This is an optimization exercise on Yosys and OpenROAD, whose aim is small area, a short achievable clock period and few clock cycles per item, not a production implementation.
Power figures rest on the tool's default switching activity, not on a simulated workload.

==> flow/design.v (excerpt) <==
module SME(clk,reset,chardata,isstring,ispattern,valid,match,match_index);
input clk;
input reset;
input [7:0] chardata;
input isstring;
input ispattern;
output match;
output [4:0] match_index;
output valid;
localparam [6:0] HAT    = 7'h5E ;  
localparam [6:0] DOLLAR = 7'h24 ;  
localparam [6:0] POINT  = 7'h2E ;  
localparam [6:0] STAR   = 7'h2A ;  
localparam [6:0] SPACE  = 7'h20 ;  
reg  [6:0] str_B_rf [0:31];
reg  [5:0] str_length_cnt;
reg        isstring_d, ispattern_d;
reg [33:0] F;
reg  [8:0] gany;
reg  [4:0] off;           
reg        star_seen;
reg        star_d;          
reg  [4:0] star_idx;
reg        valid_r, match_r;
reg  [4:0] match_index_r;
wire [6:0] c = chardata[6:0];
wire c_hat    = c == HAT;
wire c_dollar = c == DOLLAR;
wire c_star   = c == STAR;
wire c_point  = c == POINT;
wire first    = ispattern & ~ispattern_d;
wire [31:0] inS;      
wire [31:0] sp;       
wire [31:0] eqc;      
genvar j;
generate
for (j = 0; j < 32; j = j + 1) begin: POS
    assign inS[j] = str_length_cnt > 31 - j;
    assign sp[j]  = str_B_rf[j] == SPACE;
    assign eqc[j] = str_B_rf[j] == c;
end
endgenerate
wire [31:0] start = inS & ~{inS[30:0], 1'b0};
wire [32:0] pre [0:6];
assign pre[0] = F[32:0];
genvar l;
generate
for (l = 0; l < 6; l = l + 1) begin: PRE
    for (j = 0; j < 33; j = j + 1) begin: B
        if ((j >> l) & 1)
            assign pre[l+1][j] = pre[l][j] | pre[l][((j >> l) << l) - 1];
        else
            assign pre[l+1][j] = pre[l][j];
    end
end
endgenerate
wire [31:0] Fin = first ? inS : F[31:0];
wire [33:0] F_hat  = {2'b00, inS & sp, 1'b0} | {2'b00, start};
wire [33:0] F_dol  = {F[32], F[31:0] & sp, 1'b0};
wire [33:0] F_star = first ? {2'b01, inS} : {1'b0, pre[6]};
wire [33:0] F_pt   = {1'b0, Fin, 1'b0};
wire [33:0] F_fix  = ({34{c_hat}} & F_hat) | ({34{c_dollar}} & F_dol) |
                     ({34{c_star}} & F_star) | ({34{c_point}} & F_pt);
wire [33:0] F_lit  = {1'b0, Fin & eqc, 1'b0};
  ...
Size: ~1200 cells after synthesis, roughly 290 flip-flops, about 19 I/O pins, about 0.015 mm² of cells after synthesis.
==> module SME, before the edit <==
module SME(clk,reset,chardata,isstring,ispattern,valid,match,match_index);
input clk;
input reset;
input [7:0] chardata;
input isstring;
input ispattern;
output match;
output [4:0] match_index;
output valid;
localparam [6:0] HAT    = 7'h5E ;  
localparam [6:0] DOLLAR = 7'h24 ;  
localparam [6:0] POINT  = 7'h2E ;  
localparam [6:0] STAR   = 7'h2A ;  
localparam [6:0] SPACE  = 7'h20 ;  
reg  [6:0] str_B_rf [0:31];
reg  [5:0] str_length_cnt;
reg        isstring_d, ispattern_d;
reg [33:0] F;
reg  [8:0] gany;
reg  [4:0] off;           
reg        star_seen;
reg        star_d;          
reg  [4:0] star_idx;
reg        valid_r, match_r;
reg  [4:0] match_index_r;
wire [6:0] c = chardata[6:0];
wire c_hat    = c == HAT;
wire c_dollar = c == DOLLAR;
wire c_star   = c == STAR;
wire c_point  = c == POINT;
wire first    = ispattern & ~ispattern_d;
wire [31:0] inS;      
wire [31:0] sp;       
wire [31:0] eqc;      
genvar j;
generate
for (j = 0; j < 32; j = j + 1) begin: POS
    assign inS[j] = str_length_cnt > 31 - j;
    assign sp[j]  = str_B_rf[j] == SPACE;
    assign eqc[j] = str_B_rf[j] == c;
end
endgenerate
wire [31:0] start = inS & ~{inS[30:0], 1'b0};
wire [32:0] pre [0:6];
assign pre[0] = F[32:0];
genvar l;
generate
for (l = 0; l < 6; l = l + 1) begin: PRE
    for (j = 0; j < 33; j = j + 1) begin: B
        if ((j >> l) & 1)
            assign pre[l+1][j] = pre[l][j] | pre[l][((j >> l) << l) - 1];
        else
            assign pre[l+1][j] = pre[l][j];
    end
end
endgenerate
wire [31:0] Fin = first ? inS : F[31:0];
wire [33:0] F_hat  = {2'b00, inS & sp, 1'b0} | {2'b00, start};
wire [33:0] F_dol  = {F[32], F[31:0] & sp, 1'b0};
wire [33:0] F_star = first ? {2'b01, inS} : {1'b0, pre[6]};
wire [33:0] F_pt   = {1'b0, Fin, 1'b0};
wire [33:0] F_fix  = ({34{c_hat}} & F_hat) | ({34{c_dollar}} & F_dol) |
                     ({34{c_star}} & F_star) | ({34{c_point}} & F_pt);
wire [33:0] F_lit  = {1'b0, Fin & eqc, 1'b0};
wire [33:0] F_next = F_fix | F_lit;
wire [35:0] Fn_g = {2'b00, F_next};
wire [35:0] Fg = {2'b00, F};
wire [8:0] gfirst;               
wire [1:0] gb [0:8];             
genvar g;
generate
for (g = 0; g < 9; g = g + 1) begin: GRP
    if (g == 0) begin: G0
        assign gfirst[g] = gany[g];
    end else begin: GN
        assign gfirst[g] = gany[g] & ~|gany[g-1:0];
    end
    assign gb[g] = Fg[4*g]   ? 2'd0 :
                   Fg[4*g+1] ? 2'd1 :
                   Fg[4*g+2] ? 2'd2 : 2'd3;
end
endgenerate
reg [4:0] fs;
integer gi;
always @(*) begin
    fs = 5'd0;
    for (gi = 0; gi < 9; gi = gi + 1)
        fs = fs | ({5{gfirst[gi]}} & {gi[2:0], gb[gi]});
end
wire [4:0] gen = fs & off;
wire [4:0] prp = fs ^ off;
wire [4:0] cry;
assign cry[0] = 1'b0;
assign cry[1] = gen[0];
assign cry[2] = gen[1] | prp[1] & gen[0];
assign cry[3] = gen[2] | prp[2] & gen[1] | prp[2] & prp[1] & gen[0];
assign cry[4] = gen[3] | prp[3] & gen[2] | prp[3] & prp[2] & gen[1] |
                prp[3] & prp[2] & prp[1] & gen[0];
wire [4:0] fs_idx = prp ^ cry;
wire [4:0] len5   = str_length_cnt[4:0];
wire [4:0] len_m1 = len5 - 5'd1;
wire [4:0] off_m1 = off - 5'd1;
wire       c_cnt  = ~c_hat & ~c_star;
integer i;
always @(posedge clk)
begin: STR_RF
    if(isstring)
    begin
        for (i = 0; i < 31; i = i + 1)
            str_B_rf[i] <= str_B_rf[i+1];
        str_B_rf[31] <= c;
    end
end
always @(posedge clk)
begin: LEN_CNT
    if(isstring)
        str_length_cnt <= isstring_d ? str_length_cnt + 6'd1 : 6'd1;
end
always @(posedge clk or posedge reset)
begin: FLAGS
    if(reset)
    begin
        isstring_d  <= 1'b0;
        ispattern_d <= 1'b0;
        valid_r     <= 1'b0;
        match_r     <= 1'b0;
    end
    else
    begin
        isstring_d  <= isstring;
        ispattern_d <= ispattern;
        valid_r     <= ispattern_d & ~ispattern;
        match_r     <= ispattern_d & ~ispattern & (|F);
    end
end
always @(posedge clk)
begin: MATCH
    F <= F_next;
    for (i = 0; i < 9; i = i + 1)
        gany[i] <= |Fn_g[4*i +: 4];
    off <= first ? (c_cnt ? len_m1 : len5) : (c_cnt ? off_m1 : off);
    star_seen <= (first ? 1'b0 : star_seen) | c_star;
    star_d    <= ispattern & c_star;
    if(star_d)
        star_idx <= fs_idx;
    match_index_r <= (star_seen & ~star_d) ? star_idx : fs_idx;
end
assign valid       = valid_r;
assign match       = match_r;
assign match_index = match_index_r;
endmodule
export LEC_CHECK = 0
export CAP_MARGIN = 20
export CORE_MARGIN = 2
export CORE_UTILIZATION = 40
export SETUP_SLACK_MARGIN = 3.8
export SLEW_MARGIN = 20
create_clock -name core_clock -period 6.5 [get_ports {clk}]
run.sh (not shown) runs the stock make flow with config.mk's settings and CLKGATE_MAP_FILE= SYNTH_SCRIPT=/design/flow/synth_recipe.tcl, a recipe that flattens the netlist after the stock synthesis.
Next try:
--- a/flow/design.v
+++ b/flow/design.v
@@ -13,13 +13,12 @@
 localparam [6:0] STAR   = 7'h2A ;  
 localparam [6:0] SPACE  = 7'h20 ;  
 reg  [6:0] str_B_rf [0:31];
 reg  [5:0] str_length_cnt;
 reg        isstring_d, ispattern_d;
 reg [33:0] F;
-reg  [8:0] gany;
 reg  [4:0] off;           
 reg        star_seen;
 reg        star_d;          
 reg  [4:0] star_idx;
 reg        valid_r, match_r;
 reg  [4:0] match_index_r;
@@ -59,36 +58,18 @@
 wire [33:0] F_dol  = {F[32], F[31:0] & sp, 1'b0};
 wire [33:0] F_star = first ? {2'b01, inS} : {1'b0, pre[6]};
 wire [33:0] F_pt   = {1'b0, Fin, 1'b0};
 wire [33:0] F_fix  = ({34{c_hat}} & F_hat) | ({34{c_dollar}} & F_dol) |
                      ({34{c_star}} & F_star) | ({34{c_point}} & F_pt);
 wire [33:0] F_lit  = {1'b0, Fin & eqc, 1'b0};
-wire [33:0] F_next = F_fix | F_lit;
-wire [35:0] Fn_g = {2'b00, F_next};
-wire [35:0] Fg = {2'b00, F};
-wire [8:0] gfirst;               
-wire [1:0] gb [0:8];             
-genvar g;
-generate
-for (g = 0; g < 9; g = g + 1) begin: GRP
-    if (g == 0) begin: G0
-        assign gfirst[g] = gany[g];
-    end else begin: GN
-        assign gfirst[g] = gany[g] & ~|gany[g-1:0];
-    end
-    assign gb[g] = Fg[4*g]   ? 2'd0 :
-                   Fg[4*g+1] ? 2'd1 :
-                   Fg[4*g+2] ? 2'd2 : 2'd3;
-end
-endgenerate
 reg [4:0] fs;
-integer gi;
+integer k;
 always @(*) begin
     fs = 5'd0;
-    for (gi = 0; gi < 9; gi = gi + 1)
-        fs = fs | ({5{gfirst[gi]}} & {gi[2:0], gb[gi]});
+    for (k = 33; k >= 0; k = k - 1)
+        if (F[k]) fs = k[4:0];
 end
 wire [4:0] gen = fs & off;
 wire [4:0] prp = fs ^ off;
 wire [4:0] cry;
 assign cry[0] = 1'b0;
 assign cry[1] = gen[0];
@@ -132,15 +113,13 @@
         valid_r     <= ispattern_d & ~ispattern;
         match_r     <= ispattern_d & ~ispattern & (|F);
     end
 end
 always @(posedge clk)
 begin: MATCH
-    F <= F_next;
-    for (i = 0; i < 9; i = i + 1)
-        gany[i] <= |Fn_g[4*i +: 4];
+    F <= F_fix | F_lit;
     off <= first ? (c_cnt ? len_m1 : len5) : (c_cnt ? off_m1 : off);
     star_seen <= (first ? 1'b0 : star_seen) | c_star;
     star_d    <= ispattern & c_star;
     if(star_d)
         star_idx <= fs_idx;
     match_index_r <= (star_seen & ~star_d) ? star_idx : fs_idx;
What happened: Worst hold slack is worse by 0.015 ns. Combinational power went down by about 20%. Sequential share of layout area went up by 4.5 points. Routed wire length went down by about 16%. Worst setup slack is better by 0.039 ns. Clock power went down by about 7%. Power went down by 6.6%. Via count went down by 10%. Synthesized area went down by about 2.8%. Final cell count went down by about 7%. Flip-flop and latch count went down by 9. Die area went down by 2.7%. Clock skew stays flat.
No run of this note included a check of the RTL's function; only the layout flow was run.

==> afterwards: timing with drivers on the ports <==
Ports are ideal in the flow. The routed layouts listed here were re-timed in OpenROAD. Step 1 assumes that a clkbuf_16 drives the clock port and a buf_2 every other input. Step 2 moves the port delays by t, midway between the first and last clock arrival at a register: inputs arrive t later, outputs are due t later. That takes back most of the time a late clock gives input paths. Slacks: ideal / step 1 / step 2; pairs: ideal / step 1.
run | t (ns) | setup WS [ns] | hold WS [ns] | worst setup path at the end | pins driven straight from the clock port
the first run | 0.563 | 3.684 / 3.589 / 3.026 | 0.456 / 0.456 / 0.456 | input to register | 1
the second run | 0.613 | 3.723 / 3.723 / 3.242 | 0.440 / 0.440 / 0.440 | input to register | 1
After both steps every run listed still meets setup and hold. For the first run, which loses most, drivers alone change the setup slack by -0.095 ns; drivers and shift together by -0.658 ns.
